This is an optimization exercise on Yosys and OpenROAD, whose aim is small area, not a production implementation. In this exercise RTL edits were held to simulation tests only and were not proved equivalent to the original.

==> flow/design.v <==
module decimator (
   input             clk,
   input             rstn,
   input             enable,
   input      [4:0]  tdc,         
   output reg        sflag,       
   output     [15:0] dec_hi       
   );
   reg [3:0]  cnt;
   reg [4:0]  in1, in2;
   reg [16:0] i1, i2, j3;
   reg [16:0] r1, r2, c1;
   reg [17:0] c2;
   reg [18:0] c3;
   wire [16:0] g1 = enable ? {{12{in2[4]}}, in2} : 17'd0;
   wire [16:0] g2 = enable ? i1 : 17'd0;
   wire [16:0] g3 = enable ? i2 : 17'd0;
   wire [16:0] j3f = sflag ? 17'd0 : j3;
   wire [16:0] n1, n2, n3;
   rca #(17) u_i1 (.a(i1), .b(g1), .ci(1'b0), .s(n1));
   rca #(17) u_i2 (.a(i2), .b(g2), .ci(1'b0), .s(n2));
   rca #(17) u_i3 (.a(j3f), .b(g3), .ci(1'b0), .s(n3));
   wire [16:0] f1, f2;
   wire [17:0] v1;
   wire [18:0] v2;
   wire [19:0] dec;
   rca #(17) u_f1 (.a(j3), .b(~r1), .ci(1'b1), .s(f1));
   rca #(17) u_f2 (.a(f1), .b(~r2), .ci(1'b1), .s(f2));
   rca #(18) u_v1 (.a({f2[16], f2}), .b({c1[16], c1}), .ci(1'b0), .s(v1));
   rca #(19) u_v2 (.a({v1[17], v1}), .b({c2[17], c2}), .ci(1'b0), .s(v2));
   rca #(20) u_v3 (.a({v2[18], v2}), .b({c3[18], c3}), .ci(1'b0), .s(dec));
   always @(posedge clk or negedge rstn) begin
      if (!rstn) begin
         cnt <= 4'd0;
         sflag <= 1'b0;
         in1 <= 5'd0;
         in2 <= 5'd0;
         i1 <= 17'd0;
         i2 <= 17'd0;
         j3 <= 17'd0;
         r1 <= 17'd0;
         r2 <= 17'd0;
         c1 <= 17'd0;
         c2 <= 18'd0;
         c3 <= 19'd0;
      end
      else begin
         sflag <= enable & (cnt == 4'd1);
         if (enable) begin
            cnt <= cnt + 4'd1;
            in1 <= tdc ^ 5'h10;
            in2 <= in1;
         end
         i1 <= n1;
         i2 <= n2;
         j3 <= n3;
         if (sflag) begin
            r1 <= j3;
            r2 <= f1;
            c1 <= f2;
            c2 <= v1;
            c3 <= v2;
         end
      end
   end
   assign dec_hi = {dec[19], dec[19:5]};
endmodule
module loop_filter (
   input                    clk,
   input                    rstn,
   input                    start,
   input             [15:0] x_in,
   input  signed     [17:0] a2,
   input  signed     [17:0] a3,
   input  signed     [17:0] b1,
   input  signed     [17:0] b2,
   output reg        [15:0] y,
   output                   valid
   );
   reg               run;
   reg        [3:0]  t;
   reg        [15:0] x;
   reg signed [18:0] acc;
   reg signed [13:0] s2;
   reg signed [12:0] s3;
   wire p1 = (t[3:2] == 2'b00);
   wire p3 = (t[3:2] == 2'b11);
   wire p2 = ~p1 & ~p3;
   wire first = (t == 4'd0) | (t == 4'd4) | (t == 4'd12);
   wire [2:0]  j  = t[2:0] - 3'd4;
   wire [2:0]  mB = p2 ? j : {t[1:0], 1'b1};
   wire [16:0] ye = {y, 1'b0};
   wire        xprev = ~first & x[15];
   wire [2:0]  trX0 = {x[1:0], xprev};
   wire [2:0]  trX1 = x[3:1];
   wire [2:0]  trY0 = ye[{t[1:0], 2'b00} +: 3];
   wire [2:0]  trYB = ye[{mB, 1'b0} +: 3];
   wire [2:0]  trA = p3 ? trY0 : trX0;
   wire [2:0]  trB = p1 ? trX1 : trYB;
   wire signed [18:0] mulA = p1 ? {b1[17], b1} : p2 ? {b2, 1'b0} : {a3[17], a3};
   wire signed [20:0] mulB = p2 ? {{3{a2[17]}}, a2} : {mulA, 2'b00};
   wire negA = trA[2];
   wire oneA = trA[1] ^ trA[0];
   wire twoA = trA[2] ? ~(trA[1] | trA[0]) : (trA[1] & trA[0]);
   wire negB = trB[2] ^ p2;
   wire oneB = trB[1] ^ trB[0];
   wire twoB = trB[2] ? ~(trB[1] | trB[0]) : (trB[1] & trB[0]);
   wire [21:0] mA22 = {{3{mulA[18]}}, mulA};
   wire [21:0] mB22 = {mulB[20], mulB};
   wire [21:0] ppA = oneA ? mA22 : twoA ? {mA22[20:0], 1'b0} : 22'd0;
   wire [21:0] ppB = oneB ? mB22 : twoB ? {mB22[20:0], 1'b0} : 22'd0;
   wire [21:0] rowA = ppA ^ {22{negA}};
   wire [21:0] rowB = ppB ^ {22{negB}};
   wire [21:0] acc_in = first ? 22'd0 : {{3{acc[18]}}, acc};
   wire [21:0] cs_s = acc_in ^ rowA ^ rowB;
   wire [21:0] cs_c = (acc_in & rowA) | (acc_in & rowB) | (rowA & rowB);
   wire [21:0] sum;
   rca #(22) u_sum (.a(cs_s), .b({cs_c[20:0], negA}), .ci(negB), .s(sum));
   wire [14:0] zh;
   rca #(15) u_z (.a({sum[21], sum[21:8]}), .b({s2[13], s2}), .ci(1'b0), .s(zh));
   wire [19:0] z = {zh, sum[7:3]};
   wire [15:0] ynew = (z[19:15] == 5'b00000 || z[19:15] == 5'b11111) ? z[15:0] :
                      (z[19] ? 16'h8000 : 16'h7fff);
   wire [13:0] s2new;
   rca #(14) u_s2 (.a(sum[20:7]), .b(~{s3[12], s3}), .ci(1'b1), .s(s2new));
   wire [12:0] s3new = sum[21:9];
   always @(posedge clk)
      acc <= p2 ? sum[20:2] : {sum[21], sum[21:4]};
   always @(posedge clk)
      x <= start ? x_in : p1 ? {x[3:0], x[15:4]} : {x[1:0], x[15:2]};
   assign valid = run & (t == 4'd4);
   always @(posedge clk or negedge rstn) begin
      if (!rstn) begin
         run <= 1'b0;
         t <= 4'd0;
         y <= 16'd0;
         s2 <= 14'sd0;
         s3 <= 13'sd0;
      end
      else begin
         if (start) begin
            run <= 1'b1;
            t <= 4'd0;
         end
         else if (run) begin
            t <= t + 4'd1;
            if (t == 4'd15)
               run <= 1'b0;
         end
         if (run & (t == 4'd3))
            y <= ynew;
         if (run & (t == 4'd11))
            s2 <= s2new;
         if (run & (t == 4'd15))
            s3 <= s3new;
      end
   end
endmodule
module dlf_core (
   input             clk,
   input             rstn,
   input             dlf_en,
   input  [4:0]      tdc_dout,
   input  [17:0]     dlf_a2,
   input  [17:0]     dlf_a3,
   input  [17:0]     dlf_b1,
   input  [17:0]     dlf_b2,
   input  [14:0]     dlf_sdm_nc_in,
   output [15:0]     dlf_out,
   output            dlf_valid
   );
   wire        sflag;
   wire [15:0] dec_hi;
   wire [15:0] dlf_in;
   rca #(16) u_x (.a(dec_hi), .b(~{1'b0, dlf_sdm_nc_in}), .ci(1'b1), .s(dlf_in));
   decimator decimator_1 (
      .clk(clk),
      .rstn(rstn),
      .enable(dlf_en),
      .tdc(tdc_dout),
      .sflag(sflag),
      .dec_hi(dec_hi)
      );
   loop_filter loop_filter_1 (
      .clk(clk),
      .rstn(rstn),
      .start(sflag),
      .x_in(dlf_in),
      .a2(dlf_a2),
      .a3(dlf_a3),
      .b1(dlf_b1),
      .b2(dlf_b2),
      .y(dlf_out),
      .valid(dlf_valid)
      );
endmodule
module rca #(parameter W = 8) (
   input  [W-1:0] a,
   input  [W-1:0] b,
   input          ci,
   output [W-1:0] s
   );
   wire [W:0] c;
   assign c[0] = ci;
   genvar i;
   generate
      for (i = 0; i < W; i = i + 1) begin : bit_
         assign s[i] = a[i] ^ b[i] ^ c[i];
         assign c[i+1] = (a[i] & b[i]) | (c[i] & (a[i] ^ b[i]));
      end
   endgenerate
endmodule
==> flow/config.mk <==
export PLATFORM = sky130hd
export DESIGN_NAME = dlf_core
export DESIGN_NICKNAME = dlf_core
export VERILOG_FILES = /design/flow/design.v
export SDC_FILE = /design/flow/constraint.sdc
export NUM_CORES = 4
export LEC_CHECK = 0
export ABC_AREA = 1
export CAP_MARGIN = 20
export CORE_MARGIN = 2
export CORE_UTILIZATION = 75
export GPL_TIMING_DRIVEN = 0
export SLEW_MARGIN = 20
==> flow/constraint.sdc <==
create_clock -name core_clock -period 25.0 [get_ports {clk}]
set_input_delay 5.0000 -clock core_clock [delete_from_list [all_inputs] [get_ports {clk}]]
set_output_delay 5.0000 -clock core_clock [all_outputs]
set_load 0.01 [all_outputs]
standard.sh (not shown) runs the stock make flow with config.mk's settings and CLKGATE_MAP_FILE= SYNTH_SCRIPT=/design/flow/synth_recipe.tcl, a recipe that flattens the netlist after the stock synthesis.
==> flow/flow/run.sh <==
#!/bin/bash
# Own flow: the standard layout (standard.sh) with two changes:
#  - the buffers that the placement step puts on the input and output ports
#    are sky130_fd_sc_hd__buf_1 instead of the placer's default buffer cell;
#  - clock tree synthesis uses clkbuf_16 buffers in clusters of up to 30
#    sinks and inserts no dummy load cells.
set -euo pipefail
export BUFFER_PORTS_ARGS="-buffer_cell sky130_fd_sc_hd__buf_1"
export CTS_ARGS="-sink_clustering_enable -repair_clock_nets -dont_use_dummy_load -buf_list sky130_fd_sc_hd__clkbuf_16 -sink_clustering_size 30 -sink_clustering_max_diameter 100"
bash standard.sh > standard.log 2>&1
The first run produced a clean layout.
Change:
--- a/flow/flow/run.sh
+++ b/flow/flow/run.sh
@@ -5 +5 @@
-#  - clock tree synthesis uses clkbuf_16 buffers in clusters of up to 30
+#  - clock tree synthesis uses clkbuf_8 buffers in clusters of up to 18
@@ -9 +9 @@
-export CTS_ARGS="-sink_clustering_enable -repair_clock_nets -dont_use_dummy_load -buf_list sky130_fd_sc_hd__clkbuf_16 -sink_clustering_size 30 -sink_clustering_max_diameter 100"
+export CTS_ARGS="-sink_clustering_enable -repair_clock_nets -dont_use_dummy_load -buf_list sky130_fd_sc_hd__clkbuf_8 -sink_clustering_size 18 -sink_clustering_max_diameter 80"
--- a/flow/config.mk
+++ b/flow/config.mk
@@ -12 +11,0 @@
-export GPL_TIMING_DRIVEN = 0
What happened:
- The changed run passed the timing, design-rule and antenna checks
- maximum frequency goes up by 3.1%
- sequential share of layout area goes up by 0.97 points
- via count goes down by 4.3%
Change:
--- a/flow/flow/run.sh
+++ b/flow/flow/run.sh
@@ -5 +5 @@
-#  - clock tree synthesis uses clkbuf_8 buffers in clusters of up to 18
+#  - clock tree synthesis uses clkbuf_16 buffers in clusters of up to 30
@@ -9 +9 @@
-export CTS_ARGS="-sink_clustering_enable -repair_clock_nets -dont_use_dummy_load -buf_list sky130_fd_sc_hd__clkbuf_8 -sink_clustering_size 18 -sink_clustering_max_diameter 80"
+export CTS_ARGS="-sink_clustering_enable -repair_clock_nets -dont_use_dummy_load -buf_list sky130_fd_sc_hd__clkbuf_16 -sink_clustering_size 30 -sink_clustering_max_diameter 100"
The changed run went through all stages and came out clean.
First-iteration DRC count climbs by a few percent.
Via count stays flat.
Worst hold slack is about the same.
Worst setup slack gets worse by 51 ps.
Synthesized area is unchanged.
Cell area barely changes.
Non-clock buffer count does not change.
Count of clock-buffer cells in the layout goes down by 6.
Utilization increases by 0.20 points.
Change:
--- a/flow/config.mk
+++ b/flow/config.mk
@@ -11 +11 @@
-export CORE_UTILIZATION = 75
+export CORE_UTILIZATION = 85
Result:
- critical path depth is unchanged
- via count went up by 7.2%
- wire length rises by 14%
- hold slack gains 9.6 ps

-- port drivers added, routing unchanged --
How much do the figures lean on ideal ports? The routed layouts below were timed once more, with nothing changed but the port constraints. Step 1: set_driving_cell puts a clkbuf_16 on clk and a buf_2 on each other input, an assumption about the parent block. Step 2 moves the port delays by t, midway between the first and last clock arrival at a register: inputs arrive t later, outputs are due t later. That takes back most of the time a late clock gives input paths. Three values: ideal ports, drivers, drivers and shift; two values: the first two.
| run | t, ns | setup slack, ns | worst data-port slew with drivers (ns) |
|---|---|---|---|
| the first run | 0.507 | 8.946 / 8.972 / 8.465 | 0.06 |
| the second run | 0.550 | 9.424 / 9.444 / 8.894 | 0.04 |
| the third run | 0.518 | 9.373 / 9.397 / 8.880 | 0.04 |
| the fourth run | 0.522 | 9.166 / 9.193 / 8.672 | 0.05 |
After both steps setup and hold are still met in every run listed. The setup slack of the second run, which loses most, moves by +0.020 ns with the drivers and by -0.530 ns with both steps.
